From an optimization exercise on the open Yosys and OpenROAD flow, aimed at small area; shortcuts taken in it are not production practice.
Where RTL was checked, it was by simulation tests only, not by an equivalence proof against the original.
Power figures rest on the tool's default switching activity, not on a simulated workload.

// db_filter
module db_filter ( clk,
					 rst, 
					 bs_luma,
					 bs_chroma_1, 
					 bs_chroma_2, 
                     qp1_i, qp2_i,
					 select,
					 p3_1_i, p2_1_i, p1_1_i, p0_1_i, q0_1_i, q1_1_i, q2_1_i, q3_1_i,
                     p3_2_i, p2_2_i, p1_2_i, p0_2_i, q0_2_i, q1_2_i, q2_2_i, q3_2_i,
                     p3_3_i, p2_3_i, p1_3_i, p0_3_i, q0_3_i, q1_3_i, q2_3_i, q3_3_i,
                     p3_4_i, p2_4_i, p1_4_i, p0_4_i, q0_4_i, q1_4_i, q2_4_i, q3_4_i,
					 p3_1_o, p2_1_o, p1_1_o, p0_1_o, q0_1_o, q1_1_o, q2_1_o, q3_1_o,
                     p3_2_o, p2_2_o, p1_2_o, p0_2_o, q0_2_o, q1_2_o, q2_2_o, q3_2_o,
                     p3_3_o, p2_3_o, p1_3_o, p0_3_o, q0_3_o, q1_3_o, q2_3_o, q3_3_o,
                     p3_4_o, p2_4_o, p1_4_o, p0_4_o, q0_4_o, q1_4_o, q2_4_o, q3_4_o
                    );
input clk;
input rst;
input [2:0] bs_luma;
input [2:0] bs_chroma_1;
input [2:0] bs_chroma_2;
input [5:0] qp1_i, qp2_i;
input select;                  
input [7:0] p3_1_i, p2_1_i, p1_1_i, p0_1_i, q0_1_i, q1_1_i, q2_1_i, q3_1_i;
input [7:0] p3_2_i, p2_2_i, p1_2_i, p0_2_i, q0_2_i, q1_2_i, q2_2_i, q3_2_i;
input [7:0] p3_3_i, p2_3_i, p1_3_i, p0_3_i, q0_3_i, q1_3_i, q2_3_i, q3_3_i;
input [7:0] p3_4_i, p2_4_i, p1_4_i, p0_4_i, q0_4_i, q1_4_i, q2_4_i, q3_4_i;
output [7:0] p3_1_o, p2_1_o, p1_1_o, p0_1_o, q0_1_o, q1_1_o, q2_1_o, q3_1_o;
output [7:0] p3_2_o, p2_2_o, p1_2_o, p0_2_o, q0_2_o, q1_2_o, q2_2_o, q3_2_o;
output [7:0] p3_3_o, p2_3_o, p1_3_o, p0_3_o, q0_3_o, q1_3_o, q2_3_o, q3_3_o;
output [7:0] p3_4_o, p2_4_o, p1_4_o, p0_4_o, q0_4_o, q1_4_o, q2_4_o, q3_4_o;
wire [6:0] qpav1 = qp1_i + qp2_i + 7'd1;
wire [5:0] index = qpav1[6:1];
wire [255:0] pix_i = {p3_1_i, p2_1_i, p1_1_i, p0_1_i, q0_1_i, q1_1_i, q2_1_i, q3_1_i,
                      p3_2_i, p2_2_i, p1_2_i, p0_2_i, q0_2_i, q1_2_i, q2_2_i, q3_2_i,
                      p3_3_i, p2_3_i, p1_3_i, p0_3_i, q0_3_i, q1_3_i, q2_3_i, q3_3_i,
  ...
Size in the first run: roughly 4200 cells after synthesis, roughly 650 flip-flops, roughly 44000 um^2 of cells after synthesis.
export LEC_CHECK = 0
export CAP_MARGIN = 20
export CORE_MARGIN = 2
export CORE_UTILIZATION = 70
export SLEW_MARGIN = 20
create_clock -name core_clock -period 9.0 [get_ports {clk}]
standard.sh (not shown) runs the stock make flow with config.mk's settings and CLKGATE_MAP_FILE= SYNTH_SCRIPT=/design/flow/synth_recipe.tcl, a recipe that flattens the netlist after the stock synthesis.
==> flow/flow/run.sh <==
#!/bin/bash
set -euo pipefail
HERE=$(pwd)
FLOWDIR=$HERE/flow

# ORFS synth.tcl with the ABC script replaced by ours
sed -e "s#-script \$abc_script#-script $FLOWDIR/abc_area.script#" \
    $FLOW_HOME/scripts/synth_preamble.tcl > $HERE/my_synth_preamble.tcl
sed -e "s#source \$::env(SCRIPTS_DIR)/synth_preamble.tcl#source $HERE/my_synth_preamble.tcl#" \
    -e "s#extract_fa {\*}\[dont_use_extract_fa_args\]#extract_fa -fa#" \
    $FLOW_HOME/scripts/synth.tcl > $HERE/my_synth.tcl
grep -q "my_synth_preamble.tcl" $HERE/my_synth.tcl
grep -q "extract_fa -fa" $HERE/my_synth.tcl
grep -q "$FLOWDIR/abc_area.script" $HERE/my_synth_preamble.tcl
# The standard flow's synthesis script, sourcing the modified synth.tcl
sed -e "s#source \$::env(SCRIPTS_DIR)/synth.tcl#source $HERE/my_synth.tcl#" \
    $HERE/synth_recipe.tcl > $HERE/my_synth_recipe.tcl
grep -q "my_synth.tcl" $HERE/my_synth_recipe.tcl
# standard.sh with our synthesis script
sed -e "s#SYNTH_SCRIPT=[^ ]*#SYNTH_SCRIPT=$HERE/my_synth_recipe.tcl#" $HERE/standard.sh > $HERE/my_standard.sh
grep -q "my_synth_recipe.tcl" $HERE/my_standard.sh

export SYNTH_ARGS="-noabc"
export BUFFER_PORTS_ARGS="-buffer_cell sky130_fd_sc_hd__buf_1"
if [[ -s $FLOWDIR/cts_args.txt ]]; then
  export CTS_ARGS="$(cat $FLOWDIR/cts_args.txt)"
fi
bash $HERE/my_standard.sh > $HERE/standard.log 2>&1
==> flow/flow/abc_area.script <==
strash
dch -f
amap -A 1000 -F 1000
==> flow/flow/cts_args.txt <==
-sink_clustering_enable -repair_clock_nets -dont_use_dummy_load -buf_list sky130_fd_sc_hd__clkbuf_8 -sink_clustering_size 16 -sink_clustering_max_diameter 60
The starting point passed the timing, DRC and antenna checks.
Rerun with:
Settings changed: CORE_UTILIZATION 70 to 60.
Result: Core utilization fell by 11 points. Global-route usage fell by 6.5 points. Sequential share of layout area fell by 0.15 points. Count of clock-buffer cells in the layout rose by 5. Area after synthesis is unchanged. Critical path depth does not change. Final area rose by about 0.56%. First-iteration DRC count fell by about 16%. Combinational power fell by about 2%. Worst setup slack got worse by 0.0084 ns. Routed wire length fell by about 0.8%.

---

## v45
Another version of the RTL of db_filter (not shown whole).
For scale: roughly 640 flip-flops, roughly 48,000 µm² of cells after synthesis.
==> flow/config.mk <==
export PLATFORM = sky130hd
export DESIGN_NAME = db_filter
export DESIGN_NICKNAME = db_filter
export VERILOG_FILES = /design/flow/design.v
export SDC_FILE = /design/flow/constraint.sdc
export NUM_CORES = 8
export LEC_CHECK = 0
export CAP_MARGIN = 20
export CORE_MARGIN = 2
export CORE_UTILIZATION = 40
export SLEW_MARGIN = 20
==> flow/constraint.sdc <==
create_clock -name core_clock -period 9.0 [get_ports {clk}]
set_input_delay 1.8000 -clock core_clock [delete_from_list [all_inputs] [get_ports {clk}]]
set_output_delay 1.8000 -clock core_clock [all_outputs]
set_load 0.01 [all_outputs]
==> flow/flow/abc_area.script <==
strash
dch -f
amap
strash
dch -f
amap
==> flow/flow/cts_args.txt <==
-sink_clustering_enable -repair_clock_nets -dont_use_dummy_load -buf_list sky130_fd_sc_hd__clkbuf_8 -sink_clustering_buffer sky130_fd_sc_hd__clkbuf_16 -sink_clustering_size 24 -sink_clustering_max_diameter 90
Scripts as last shown in full above: flow/flow/run.sh
--- input diff v45..v16 ---
==> flow/flow/cts_args.txt <==
-sink_clustering_enable -repair_clock_nets -dont_use_dummy_load -buf_list sky130_fd_sc_hd__clkbuf_16 -sink_clustering_size 20 -sink_clustering_max_diameter 50
Findings:
v16 closes out successfully: all stages finished, all timing, DRC and antenna checks passed.
For the layout overhead on the synthesized area, v16 came in 2.2 points higher than v45 did.
Status: part of the cycle the worst path needs parity (v16, v45)
Looking at count of clock-net buffers in the final layout, v16 sits about 100% above v45.
Worst-margin pin slew: v16 > v45
Diff v45 -> v16 | total power | up by a little under 10%
Here is what was changed in the inputs of v47 compared with v16.
==> flow/flow/cts_args.txt <==
-sink_clustering_enable -repair_clock_nets -dont_use_dummy_load -buf_list sky130_fd_sc_hd__clkbuf_8 -sink_clustering_size 16 -sink_clustering_max_diameter 60
==> comparison <==
A cell type of the slowest stage on the worst timing path of fa_1 is what v16 shows, while a22oi_1 belongs to v47.
Per the comparison of v47 with v16, total routed wirelength roughly the same; die area roughly the same; part of the cycle the worst path needs higher; net switching power lower.
Between v47 and v16, it is v47 whose count of clock-buffer cells in the layout is lower, by about 16%.
Proportion of total power due to net switching up 2.6 points in v47 wrt v16
diff inputs: v47 => v39
==> flow/flow/cts_args.txt <==
-sink_clustering_enable -repair_clock_nets -dont_use_dummy_load -buf_list {sky130_fd_sc_hd__clkbuf_4 sky130_fd_sc_hd__clkbuf_8} -sink_clustering_size 12 -sink_clustering_max_diameter 40
Notes after the runs:
Status | v47 and v39 | clean
Via count of v39 exceeds that of v47 slightly.
On worst endpoint data arrival time, v39 tracks v47 almost exactly.
v39 vs v47, cell area went up by 1.0%.
Global-route track usage on met1 sits lower in v39 than in v47.
v47 and v39 ended up with roughly the same combinational power.
Compared v39 against v47; max-capacitance violation count within noise.
Routed wire length is higher on v39
Setup changes, v39 to v49
==> flow/flow/cts_args.txt <==
-sink_clustering_enable -repair_clock_nets -dont_use_dummy_load -buf_list sky130_fd_sc_hd__clkbuf_8 -sink_clustering_size 20 -sink_clustering_max_diameter 75
Results
- Cmp v49 and v39 / worst setup margin / lower: v49
- v39 → v49: remaining antenna violation count after routing closely matched the old numbers; non-clock buffer count +3.
- Register share of the cell area ended up 0.44 points higher on v49 than on v39.
- From v39 to v49 the numbers moved as follows: net count of the mapped netlist about even; wire length shrank by about 0.75%; share of total power in the clock network dropped 4.4 points.
No functional check of the RTL was part of any run of this note.

---

== build 45 ==
Another version of the RTL of db_filter (not shown whole).
For scale: about 4,100 cells after synthesis, about 640 flip-flops, roughly 540 I/O pins.
==> flow/config.mk <==
export PLATFORM = sky130hd
export DESIGN_NAME = db_filter
export DESIGN_NICKNAME = db_filter
export VERILOG_FILES = /design/flow/design.v
export SDC_FILE = /design/flow/constraint.sdc
export NUM_CORES = 8
export LEC_CHECK = 0
export CAP_MARGIN = 20
export CORE_MARGIN = 2
export CORE_UTILIZATION = 70
export SETUP_SLACK_MARGIN = 0.1
export SLEW_MARGIN = 20
==> flow/constraint.sdc <==
create_clock -name core_clock -period 9.0 [get_ports {clk}]
set_input_delay 1.8000 -clock core_clock [delete_from_list [all_inputs] [get_ports {clk}]]
set_output_delay 1.8000 -clock core_clock [all_outputs]
set_load 0.01 [all_outputs]
==> flow/flow/abc_area.script <==
strash
dch -f
amap -A 1000 -F 1000
==> flow/flow/cts_args.txt <==
-sink_clustering_enable -repair_clock_nets -dont_use_dummy_load -buf_list sky130_fd_sc_hd__clkbuf_8 -sink_clustering_size 18 -sink_clustering_max_diameter 70
Scripts as last shown in full above: flow/flow/run.sh
Every stage of the flow completed for build 45, and the final layout passed the timing, DRC and antenna checks.
> inputs changed (build 45 -> build 20)
diff --git a/flow/config.mk b/flow/config.mk
--- a/flow/config.mk
+++ b/flow/config.mk
@@ -9,3 +9,3 @@
 export CORE_MARGIN = 2
-export CORE_UTILIZATION = 70
+export CORE_UTILIZATION = 65
 export SETUP_SLACK_MARGIN = 0.1
Compared with build 45, in build 20 area overhead of the layout relative to synthesis comparable, final critical-path share of the clock period now smaller, final-stage net count comparable.
--- input diff build 20..build 64 ---
==> flow/flow/abc_area.script <==
strash
dch -f
amap
strash
dch -f
amap
==> flow/flow/cts_args.txt <==
-sink_clustering_enable -repair_clock_nets -dont_use_dummy_load -buf_list sky130_fd_sc_hd__clkbuf_8 -sink_clustering_size 16 -sink_clustering_max_diameter 60
diff --git a/flow/config.mk b/flow/config.mk
--- a/flow/config.mk
+++ b/flow/config.mk
@@ -9,3 +9,3 @@
 export CORE_MARGIN = 2
-export CORE_UTILIZATION = 65
+export CORE_UTILIZATION = 50
 export SETUP_SLACK_MARGIN = 0.1
==> comparison <==
On core utilization: build 64 sits below build 20. Clock period minus final worst setup slack on build 64 is ahead of build 20. Post-synthesis instance total (build 64 over build 20): increase, about 2%. Internal power delta (build 64 − build 20): unfavourable. The first-iteration DRC count number comes out higher for build 20 vs build 64. NOTE: pin count of the biggest net entering global routing in build 64 falls short of that of build 20.
Modified inputs, build 94 compared to build 64
==> flow/flow/cts_args.txt <==
-sink_clustering_enable -repair_clock_nets -dont_use_dummy_load -buf_list sky130_fd_sc_hd__clkbuf_8 -sink_clustering_size 18 -sink_clustering_max_diameter 70
diff --git a/flow/config.mk b/flow/config.mk
--- a/flow/config.mk
+++ b/flow/config.mk
@@ -9,3 +9,3 @@
 export CORE_MARGIN = 2
-export CORE_UTILIZATION = 50
+export CORE_UTILIZATION = 65
 export SETUP_SLACK_MARGIN = 0.1
==> run summary <==
Via count of the first global-routing pass (higher): build 94
Summary of build 94 over build 64: cell area shows a reduction of 1.4%, total power consumption of the routed design shows a reduction of about 2%, number of well taps shows a reduction of 304.

---

P:
RTL: one of the versions met above, not the one the previous note started from.
Size: about 4,200 cells after synthesis, roughly 650 flip-flops, ~540 I/O pins, ~44,000 µm² of cells after synthesis.
export LEC_CHECK = 0
export CAP_MARGIN = 20
export CORE_MARGIN = 2
export CORE_UTILIZATION = 65
export SETUP_SLACK_MARGIN = 0.1
export SLEW_MARGIN = 20
create_clock -name core_clock -period 9.0 [get_ports {clk}]
==> flow/flow/abc_area.script <==
strash
dch -f
amap -A 1000 -F 1000
==> flow/flow/cts_args.txt <==
-sink_clustering_enable -repair_clock_nets -dont_use_dummy_load -buf_list sky130_fd_sc_hd__clkbuf_8 -sink_clustering_size 18 -sink_clustering_max_diameter 70
Scripts as last shown in full above: flow/flow/run.sh
P reached the end of the flow, and the finished layout is clean on the timing, DRC and antenna checks.
diff inputs: P => Q
- SETUP_SLACK_MARGIN: 0.1 -> unset
- CORE_UTILIZATION: 65 -> 55
==> flow/flow/cts_args.txt <==
-sink_clustering_enable -repair_clock_nets -dont_use_dummy_load -buf_list sky130_fd_sc_hd__clkbuf_8 -sink_clustering_size 16 -sink_clustering_max_diameter 60
Results
- Changes observed in Q relative to P: total of clock buffers placed in the layout went up, total power after layout went down 0.37%.
- Diff P and Q: worst ir drop on vdd lower in Q
- Against P, minimum clock period after layout in Q came out worse.
The inputs of R differ from those of Q as listed below.
- CORE_UTILIZATION changed from 55 to 65
Notes after the runs:
Reported for R and Q, flip-flop and latch count turned out identical to the last digit.
[R vs Q] relative max-transition margin: lower in R
Part of the power in the clock network was higher in the run labelled Q.
R and Q ended up with nearly the same flip-flop and latch power.
Cell area | R vs Q | R smaller
Relative to Q, detailed-route wire length on metal 1 has decreased by about 9% in R.
On post-route total power, R and Q are basically level.
In R the total via count in the routed design turned out 2.9% higher than in Q.
The initial standard-cell utilization of the core in R was higher than what Q gave.

---

== build 82 ==
Another version of the RTL of db_filter (not shown whole).
Size: ~4300 cells after synthesis, about 640 flip-flops, about 540 I/O pins.
==> flow/config.mk <==
export PLATFORM = sky130hd
export DESIGN_NAME = db_filter
export DESIGN_NICKNAME = db_filter
export VERILOG_FILES = /design/flow/design.v
export SDC_FILE = /design/flow/constraint.sdc
export NUM_CORES = 8
export LEC_CHECK = 0
export CAP_MARGIN = 20
export CORE_MARGIN = 2
export CORE_UTILIZATION = 40
export SLEW_MARGIN = 20
==> flow/constraint.sdc <==
create_clock -name core_clock -period 9.0 [get_ports {clk}]
set_input_delay 1.8000 -clock core_clock [delete_from_list [all_inputs] [get_ports {clk}]]
set_output_delay 1.8000 -clock core_clock [all_outputs]
set_load 0.01 [all_outputs]
==> flow/flow/abc_area.script <==
strash
dch -f
amap
strash
dch -f
amap
==> flow/flow/cts_args.txt <==
-sink_clustering_enable -repair_clock_nets -dont_use_dummy_load -buf_list sky130_fd_sc_hd__clkbuf_8 -sink_clustering_size 16 -sink_clustering_max_diameter 60
Scripts as last shown in full above: flow/flow/run.sh
Build 82 ran to completion and came out clean on the timing, DRC and antenna checks.
Changes in build 90 relative to build 82:
# build 82
export LEC_CHECK = 0
export CAP_MARGIN = 20
export CORE_MARGIN = 2
export CORE_UTILIZATION = 40
export SLEW_MARGIN = 20
create_clock -name core_clock -period 9.0 [get_ports {clk}]
# build 90
export LEC_CHECK = 0
export CAP_MARGIN = 20
export CORE_MARGIN = 2
export CORE_UTILIZATION = 60
export SLEW_MARGIN = 20
create_clock -name core_clock -period 9.0 [get_ports {clk}]
==> flow/flow/cts_args.txt <==
-sink_clustering_enable -repair_clock_nets -dont_use_dummy_load -buf_list sky130_fd_sc_hd__clkbuf_8 -sink_clustering_size 20 -sink_clustering_max_diameter 50
### Flow results
- Against build 82, power in build 90 rose slightly.
- Build 82 and build 90 ended up with nearly the same net switching power.
- Comparing build 82 and build 90, the higher clock network power share was measured on build 90.
- Build 82 has a higher part of the power in combinational logic than build 90.
- Comparing build 82 and build 90, the higher count of filler cells inserted in the layout was measured on build 82.
- The worst setup slack of build 90 was inferior to that of build 82.
- Taking build 82 as the reference, in build 90 hold slack moved up; global-route usage shows an increase of 11 points.
- Share of the clock period used by the worst path after layout ended up 0.26 points higher on build 90 than on build 82.
- Looking only at utilization, and setting everything else aside, the lower value of build 82 and build 90 goes to build 82.
[inputs] build 41 vs build 90
# build 90
export LEC_CHECK = 0
export CAP_MARGIN = 20
export CORE_MARGIN = 2
export CORE_UTILIZATION = 60
export SLEW_MARGIN = 20
create_clock -name core_clock -period 9.0 [get_ports {clk}]
# build 41
export LEC_CHECK = 0
export CAP_MARGIN = 20
export CORE_MARGIN = 2
export CORE_UTILIZATION = 70
export PLACE_DENSITY = 0.8
export SLEW_MARGIN = 20
create_clock -name core_clock -period 9.0 [get_ports {clk}]
==> flow/flow/cts_args.txt <==
-sink_clustering_enable -repair_clock_nets -dont_use_dummy_load -buf_list sky130_fd_sc_hd__clkbuf_8 -sink_clustering_size 16 -sink_clustering_max_diameter 60
==> comparison <==
Proportion of layout cells with a drive suffix above 1: build 41 vs build 90 — no meaningful difference
Build 41 packs its core tighter than build 90.
First-pass GRT wire length ends up higher on build 41.
Of build 41 and build 90, the run reporting the lower net switching power figure was build 90.
Between build 90 and build 41, share of the final layout cell area in sequential cells increased.
Data arrival time of the worst path in build 41 is 0.07 ns above build 90.
On total power consumption of the routed design, build 90 tracks build 41 almost exactly.
Relative to build 90, met3 wire length increased by about 33% in build 41.
### build 41 -> build 16
# build 41
export LEC_CHECK = 0
export CAP_MARGIN = 20
export CORE_MARGIN = 2
export CORE_UTILIZATION = 70
export PLACE_DENSITY = 0.8
export SLEW_MARGIN = 20
create_clock -name core_clock -period 9.0 [get_ports {clk}]
# build 16
export LEC_CHECK = 0
export CAP_MARGIN = 20
export CORE_MARGIN = 2
export CORE_UTILIZATION = 40
export SLEW_MARGIN = 20
create_clock -name core_clock -period 9.0 [get_ports {clk}]
==> flow/flow/abc_area.script <==
&get -n
&st
&dch
&nf -R 1000
&put
==> comparison <==
Build 41 ended up with pix_2[136]$_DFF_PN0_ as its first element of the critical path; build 16 ended up with pix_2[208]$_DFF_PN0_.
Per the comparison of build 16 with build 41, met3 layer usage reported by global route went down by 7.6 points; fraction of area in clock buffers and inverters went up by 0.36 points; cell count along the critical path went down by 1.
Diff build 41 -> build 16 | fraction of power consumed by sequential logic | increase of 0.2 points
Across both runs, mux cell area share after synthesis was higher for build 16 than for build 41.
When build 16 is measured against build 41, its sequential fraction of total cell area turns out 0.96 points lower.
NOTE final instance area build 41->build 16 increased by a few percent
Taking build 41 as the reference point, the power of build 16 rises by 0.82%.
In build 16 the synthesized cell count turned out 188 lower than in build 41.
What build 41 reported for final RePlAce weighted congestion has to be multiplied by 0.917 to get the figure for build 16.
Of build 41 and build 16, build 41 shows the lower die area, with build 16 above it.

[re-timing with driven ports]
No port has a modelled driver above. Below, the same layouts with a new extraction and two added sets of constraints.
Step 1 sets driving cells, clkbuf_16 on the clock port and buf_2 on the other inputs (assumed; they add their load-dependent delay and slew).
Step 2 adds t to the input delays and takes it off the output delays; t is the mean of the earliest and latest rising clock arrival at the registers after step 1. Input paths then give back, and output paths get back, about the clock's delay inside the block.
Slacks: ideal / step 1 / step 2; pairs: ideal / step 1.
run | t, ns | setup slack, ns | worst setup path at the end | worst register clock-pin slew, ns | worst slew at a driven data input, ns
the first run of note 1 | 0.757 | 0.186 / 0.120 / 0.216 | input to output | 0.11 / 0.11 | 0.06
the second run of note 1 | 0.768 | 0.177 / 0.108 / 0.180 | input to output | 0.10 / 0.10 | 0.07
v45 | 0.842 | 0.167 / 0.085 / 0.085 | input to output | 0.10 / 0.10 | 0.09
v16 | 0.716 | 0.171 / 0.070 / 0.070 | input to output | 0.07 / 0.07 | 0.10
v47 | 0.778 | 0.157 / 0.081 / 0.081 | input to output | 0.10 / 0.10 | 0.09
v39 | 0.862 | 0.174 / 0.097 / 0.097 | input to output | 0.08 / 0.08 | 0.09
v49 | 0.822 | 0.167 / 0.083 / 0.083 | input to output | 0.12 / 0.12 | 0.09
build 45 | 0.748 | 0.178 / 0.109 / 0.323 | input to output | 0.12 / 0.12 | 0.09
build 20 | 0.754 | 0.203 / 0.136 / 0.408 | input to output | 0.11 / 0.11 | 0.12
build 64 | 0.775 | 0.297 / 0.233 / 0.327 | input to output | 0.11 / 0.11 | 0.08
build 94 | 0.762 | 0.233 / 0.168 / 0.283 | input to output | 0.11 / 0.11 | 0.08
P | 0.739 | 0.222 / 0.156 / 0.245 | input to output | 0.12 / 0.12 | 0.07
Q | 0.762 | 0.216 / 0.157 / 0.317 | input to output | 0.10 / 0.10 | 0.07
R | 0.754 | 0.203 / 0.141 / 0.235 | input to output | 0.11 / 0.11 | 0.07
build 82 | 0.832 | 0.233 / 0.129 / 0.129 | input to output | 0.11 / 0.11 | 0.17
build 90 | 0.754 | 0.210 / 0.136 / 0.155 | input to output | 0.11 / 0.11 | 0.09
build 41 | 0.777 | 0.141 / 0.071 / 0.246 | input to output | 0.11 / 0.11 | 0.08
build 16 | 0.849 | 0.237 / 0.164 / 0.415 | input to output | 0.10 / 0.10 | 0.09
After both steps setup and hold are still met in every run listed. The setup slack of build 82, which loses most, moves by -0.104 ns with the drivers and by -0.104 ns with both steps.
